From an optimization exercise on the open Yosys and OpenROAD flow, aimed at small area, a short achievable clock period and few clock cycles per item; shortcuts taken in it are not production practice.
Function was checked by simulation only, so behaviour that the tests miss may differ from the original.
Power figures rest on the tool's default switching activity, not on a simulated workload.

==> inputs of run F <==
// linear
module linear (
	clk,
	rst,
	start,
	ready,
	done,
	p__arg0_0_0,
	p__arg0_0_1,
	p__arg0_0_10,
	p__arg0_0_2,
	p__arg0_0_3,
	p__arg0_0_4,
	p__arg0_0_5,
	p__arg0_0_6,
	p__arg0_0_7,
	p__arg0_0_8,
	p__arg0_0_9,
	p___constant_11x11xf32_0_0,
	p___constant_11x11xf32_0_1,
	p___constant_11x11xf32_0_10,
	p___constant_11x11xf32_0_2,
	p___constant_11x11xf32_0_3,
	p___constant_11x11xf32_0_4,
	p___constant_11x11xf32_0_5,
	p___constant_11x11xf32_0_6,
	p___constant_11x11xf32_0_7,
	p___constant_11x11xf32_0_8,
	p___constant_11x11xf32_0_9,
	p___constant_11x11xf32_10_0,
	p___constant_11x11xf32_10_1,
	p___constant_11x11xf32_10_10,
	p___constant_11x11xf32_10_2,
	p___constant_11x11xf32_10_3,
	p___constant_11x11xf32_10_4,
	p___constant_11x11xf32_10_5,
	p___constant_11x11xf32_10_6,
	p___constant_11x11xf32_10_7,
	p___constant_11x11xf32_10_8,
	p___constant_11x11xf32_10_9,
	p___constant_11x11xf32_1_0,
	p___constant_11x11xf32_1_1,
	p___constant_11x11xf32_1_10,
	p___constant_11x11xf32_1_2,
	p___constant_11x11xf32_1_3,
	p___constant_11x11xf32_1_4,
	p___constant_11x11xf32_1_5,
	p___constant_11x11xf32_1_6,
  ...
==> module fadd_rsh, before the edit <==
module fadd_rsh (
  input  wire [3:0] f,
  input  wire [2:0] s,
  output wire [6:0] r,
  output wire sticky);
  wire [6:0] l3 = {1'b1, f, 2'b00};
  wire stk2 = (l3[3:0] != 4'd0) & s[2];
  wire [6:0] l2 = s[2] ? {4'b0000, l3[6:4]} : l3;
  wire stk1 = ((l2[1:0] != 2'd0) & s[1]) | stk2;
  wire [6:0] l1 = s[1] ? {2'b00, l2[6:2]} : l2;
  assign sticky = (l1[0] & s[0]) | stk1;
  assign r = s[0] ? {1'b0, l1[6:1]} : l1;
endmodule
==> module fadd_s1, before the edit <==
module fadd_s1 (
  input  wire [11:0] X,
  input  wire [11:0] Y,
  output wire [32:0] M);
  function [2:0] sub3(input [2:0] a, input [2:0] b);
    begin
      case ({a, b})
        6'd0: sub3 = 3'd0;
        6'd1: sub3 = 3'd7;
        6'd2: sub3 = 3'd6;
        6'd3: sub3 = 3'd5;
        6'd4: sub3 = 3'd4;
        6'd5: sub3 = 3'd3;
        6'd6: sub3 = 3'd2;
        6'd7: sub3 = 3'd1;
        6'd8: sub3 = 3'd1;
        6'd9: sub3 = 3'd0;
        6'd10: sub3 = 3'd7;
        6'd11: sub3 = 3'd6;
        6'd12: sub3 = 3'd5;
        6'd13: sub3 = 3'd4;
        6'd14: sub3 = 3'd3;
        6'd15: sub3 = 3'd2;
        6'd16: sub3 = 3'd2;
        6'd17: sub3 = 3'd1;
        6'd18: sub3 = 3'd0;
        6'd19: sub3 = 3'd7;
        6'd20: sub3 = 3'd6;
        6'd21: sub3 = 3'd5;
        6'd22: sub3 = 3'd4;
        6'd23: sub3 = 3'd3;
        6'd24: sub3 = 3'd3;
        6'd25: sub3 = 3'd2;
        6'd26: sub3 = 3'd1;
        6'd27: sub3 = 3'd0;
        6'd28: sub3 = 3'd7;
        6'd29: sub3 = 3'd6;
        6'd30: sub3 = 3'd5;
        6'd31: sub3 = 3'd4;
        6'd32: sub3 = 3'd4;
        6'd33: sub3 = 3'd3;
        6'd34: sub3 = 3'd2;
        6'd35: sub3 = 3'd1;
        6'd36: sub3 = 3'd0;
        6'd37: sub3 = 3'd7;
        6'd38: sub3 = 3'd6;
        6'd39: sub3 = 3'd5;
        6'd40: sub3 = 3'd5;
        6'd41: sub3 = 3'd4;
        6'd42: sub3 = 3'd3;
        6'd43: sub3 = 3'd2;
        6'd44: sub3 = 3'd1;
        6'd45: sub3 = 3'd0;
        6'd46: sub3 = 3'd7;
        6'd47: sub3 = 3'd6;
        6'd48: sub3 = 3'd6;
        6'd49: sub3 = 3'd5;
        6'd50: sub3 = 3'd4;
        6'd51: sub3 = 3'd3;
        6'd52: sub3 = 3'd2;
        6'd53: sub3 = 3'd1;
        6'd54: sub3 = 3'd0;
        6'd55: sub3 = 3'd7;
        6'd56: sub3 = 3'd7;
        6'd57: sub3 = 3'd6;
        6'd58: sub3 = 3'd5;
        6'd59: sub3 = 3'd4;
        6'd60: sub3 = 3'd3;
        6'd61: sub3 = 3'd2;
        6'd62: sub3 = 3'd1;
        6'd63: sub3 = 3'd0;
        default: sub3 = 3'd0;
      endcase
    end
  endfunction
  wire [1:0] exnX = X[11:10], exnY = Y[11:10];
  wire [5:0] dXY = {1'b0, X[8:4]} - {1'b0, Y[8:4]};
  wire [4:0] dYX = Y[8:4] - X[8:4];
  wire swap = ((exnX == exnY) & dXY[5]) | (exnX < exnY);
  wire [11:0] nX = swap ? Y : X;
  wire [11:0] nY = swap ? X : Y;
  wire [4:0] ed = swap ? dYX : dXY[4:0];
  wire ed0 = X[4] ^ Y[4];
  wire effSub = X[9] ^ Y[9];
  wire selClose = (ed[4:1] == 4'b0000) & effSub;
  wire [6:0] A  = {2'b01, X[3:0], 1'b0};
  wire [6:0] Bv = {2'b01, Y[3:0], 1'b0};
  wire [6:0] A1 = {3'b001, X[3:0]};
  wire [6:0] B1 = {3'b001, Y[3:0]};
  wire [6:0] amb = A - Bv;
  wire [6:0] bma = Bv - A;
  wire [6:0] amb1 = A - B1;
  wire [6:0] bma1 = Bv - A1;
  wire [5:0] frcE = amb[6] ? bma[5:0] : amb[5:0];
  wire fscE = swap ? bma[6] : amb[6];
  wire [6:0] dO = swap ? bma1 : amb1;
  wire [5:0] frc1 = ed0 ? dO[5:0] : frcE;
  wire fsc = ed0 ? dO[6] : fscE;
  wire [2:0] lXY = sub3(X[6:4], Y[6:4]);
  wire [2:0] lYX = sub3(Y[6:4], X[6:4]);
  wire oXY = dXY[4] | dXY[3];
  wire oYX = dYX[4] | dYX[3];
  wire [6:0] shY, shX;
  wire stY, stX;
  fadd_rsh rY (.f(Y[3:0]), .s(lXY), .r(shY), .sticky(stY));
  fadd_rsh rX (.f(X[3:0]), .s(lYX), .r(shX), .sticky(stX));
  wire [7:0] fX = {2'b01, X[3:0], 2'b00};
  wire [7:0] fY = {2'b01, Y[3:0], 2'b00};
  wire [7:0] aN = fX + ({1'b0, shY} ^ {8{effSub}}) + {7'd0, effSub & ~stY};
  wire [7:0] aS = fY + ({1'b0, shX} ^ {8{effSub}}) + {7'd0, effSub & ~stX};
  wire [7:0] oN = fX - {7'd0, effSub};
  wire [7:0] oS = fY - {7'd0, effSub};
  wire [7:0] rN = oXY ? oN : aN;
  wire [7:0] rS = oYX ? oS : aS;
  wire [7:0] r0 = swap ? rS : rN;
  wire sticky = swap ? (oYX | stX) : (oXY | stY);
  assign M = {nX[11:10], nY[11:10], nX[9:0], nY[9], effSub, selClose, fsc, frc1, r0, sticky};
endmodule
clock: 8.0 ns
lec_check: 0
cap_margin: 30
core_area: 5 5 555 555
die_area: 0 0 560 560
place_density: 0.7
setup_slack_margin: 5
slew_margin: 30
tns_end_percent: 100
standard.sh (not shown) runs the stock make flow with config.mk's settings and CLKGATE_MAP_FILE= SYNTH_SCRIPT=/design/flow/synth_recipe.tcl, a recipe that flattens the netlist after the stock synthesis.
==> flow/flow/run.sh <==
#!/bin/bash
# The standard layout, with the port buffers made of the smallest buffer
# cell (sky130_fd_sc_hd__buf_1) instead of the one buffer_ports picks itself.
set -euo pipefail
export BUFFER_PORTS_ARGS="-buffer_cell sky130_fd_sc_hd__buf_1"
bash standard.sh > standard_flow.log 2>&1
==> run P (differences from run F) <==
--- a/flow/design.v
+++ b/flow/design.v
@@ -3,11 +3,14 @@
   input  wire [2:0] s,
+  input  wire e,
   output wire [6:0] r,
   output wire sticky);
-  wire [6:0] l3 = {1'b1, f, 2'b00};
-  wire stk2 = (l3[3:0] != 4'd0) & s[2];
-  wire [6:0] l2 = s[2] ? {4'b0000, l3[6:4]} : l3;
-  wire stk1 = ((l2[1:0] != 2'd0) & s[1]) | stk2;
-  wire [6:0] l1 = s[1] ? {2'b00, l2[6:2]} : l2;
-  assign sticky = (l1[0] & s[0]) | stk1;
-  assign r = s[0] ? {1'b0, l1[6:1]} : l1;
+  wire [6:0] l3 = {1'b1, f, 2'b00} ^ {7{e}};
+  wire [6:0] l2 = s[2] ? {{4{e}}, l3[6:4]} : l3;
+  wire [6:0] l1 = s[1] ? {{2{e}}, l2[6:2]} : l2;
+  assign r = s[0] ? {e, l1[6:1]} : l1;
+  assign sticky = (s == 3'd3) ? f[0] :
+                  (s == 3'd4) ? (f[1:0] != 2'd0) :
+                  (s == 3'd5) ? (f[2:0] != 3'd0) :
+                  (s == 3'd6) ? (f != 4'd0) :
+                  (s == 3'd7);
 endmodule
@@ -117,14 +120,12 @@
   wire stY, stX;
-  fadd_rsh rY (.f(Y[3:0]), .s(lXY), .r(shY), .sticky(stY));
-  fadd_rsh rX (.f(X[3:0]), .s(lYX), .r(shX), .sticky(stX));
-  wire [7:0] fX = {2'b01, X[3:0], 2'b00};
-  wire [7:0] fY = {2'b01, Y[3:0], 2'b00};
-  wire [7:0] aN = fX + ({1'b0, shY} ^ {8{effSub}}) + {7'd0, effSub & ~stY};
-  wire [7:0] aS = fY + ({1'b0, shX} ^ {8{effSub}}) + {7'd0, effSub & ~stX};
-  wire [7:0] oN = fX - {7'd0, effSub};
-  wire [7:0] oS = fY - {7'd0, effSub};
-  wire [7:0] rN = oXY ? oN : aN;
-  wire [7:0] rS = oYX ? oS : aS;
+  fadd_rsh rY (.f(Y[3:0]), .s(lXY), .e(effSub), .r(shY), .sticky(stY));
+  fadd_rsh rX (.f(X[3:0]), .s(lYX), .e(effSub), .r(shX), .sticky(stX));
+  wire [7:0] opY = oXY ? {8{effSub}} : {effSub, shY};
+  wire [7:0] opX = oYX ? {8{effSub}} : {effSub, shX};
+  wire sN = oXY | stY;
+  wire sS = oYX | stX;
+  wire [7:0] rN = {2'b01, X[3:0], 2'b00} + opY + {7'd0, effSub & ~sN};
+  wire [7:0] rS = {2'b01, Y[3:0], 2'b00} + opX + {7'd0, effSub & ~sS};
   wire [7:0] r0 = swap ? rS : rN;
-  wire sticky = swap ? (oYX | stX) : (oXY | stY);
+  wire sticky = swap ? sS : sN;
   assign M = {nX[11:10], nY[11:10], nX[9:0], nY[9], effSub, selClose, fsc, frc1, r0, sticky};
--- a/flow/config.mk
+++ b/flow/config.mk
@@ -7,6 +7,7 @@
 export LEC_CHECK = 0
+export ABC_AREA = 1
 export CAP_MARGIN = 30
-export CORE_AREA = 5 5 555 555
-export DIE_AREA = 0 0 560 560
-export PLACE_DENSITY = 0.7
+export CORE_AREA = 5 5 535 535
+export DIE_AREA = 0 0 540 540
+export PLACE_DENSITY = 0.8
 export SETUP_SLACK_MARGIN = 5
==> notes <==
In run P the power is higher than in run F, by 1.9%. Final cell count: run P is higher than run F (about 10%). Against run F, the register-to-register slack of run P is higher by 0.29 ns. Of run F and run P, run F has the higher sequential power (gap about 3%, measured against run P). In run F the die area is higher than in run P, by about 7.5%. In run P the synthesized area is larger than in run F, by 1.3%.
==> figures <==
item                                                                             run P                    run F
Result of the run                                              complete, no violations  complete, no violations
Number of clock-tree buffers in the layout                                         109                      106
Number of buffers created by CTS                                                    81                       86
Hold WS                                                                       0.449 ns                 0.448 ns
IR drop worst, VDD                                                          0.000382 V               0.000298 V
Distinct cell type count after synthesis                                            71                      109
Fin nets                                                                         13000                    11200
Clock share of power                                                              9.4%                     9.8%
Wire length after detailed routing                                              460 mm                   470 mm
Final antenna diode count                                                          208                      412
Number of vias per cell                                                           5.15                     5.22
Transition time at the pin with the least slew margin                          1.10 ns                  1.05 ns
Clock network latency to the later pin of the worst-skew pair                  0.76 ns                  0.83 ns
Number of buffer and inverter stages on the critical path                            2                        1
Testbench counts of run F, summed over its fixed seeds: cycles 29,600, items 800.
Testbench counts of run P, summed over its fixed seeds: cycles 29,600, items 800.

==> port drivers added, routing unchanged <==
How much do the figures lean on ideal ports? The routed layouts below were timed once more, with nothing changed but the port constraints. Step 1: set_driving_cell puts a clkbuf_16 on clk and a buf_2 on each other input, an assumption about the parent block. Step 2 moves the port delays by t, midway between the first and last clock arrival at a register: inputs arrive t later, outputs are due t later. That takes back most of the time a late clock gives input paths. Three values: no drivers, after step 1, after step 2; two values: the first two.
run | t, ns | setup slack, ns | clock arrival spread, ns | cell pins on the clock port's net
run F | 0.874 | 4.358 / 4.358 / 4.104 | 0.068 / 0.068 | 1
run P | 0.832 | 4.647 / 4.647 / 4.228 | 0.070 / 0.070 | 1
After both steps every run listed still meets setup and hold. The setup slack of run P, which loses most, moves by 0.000 ns with the drivers and by -0.419 ns with both steps.
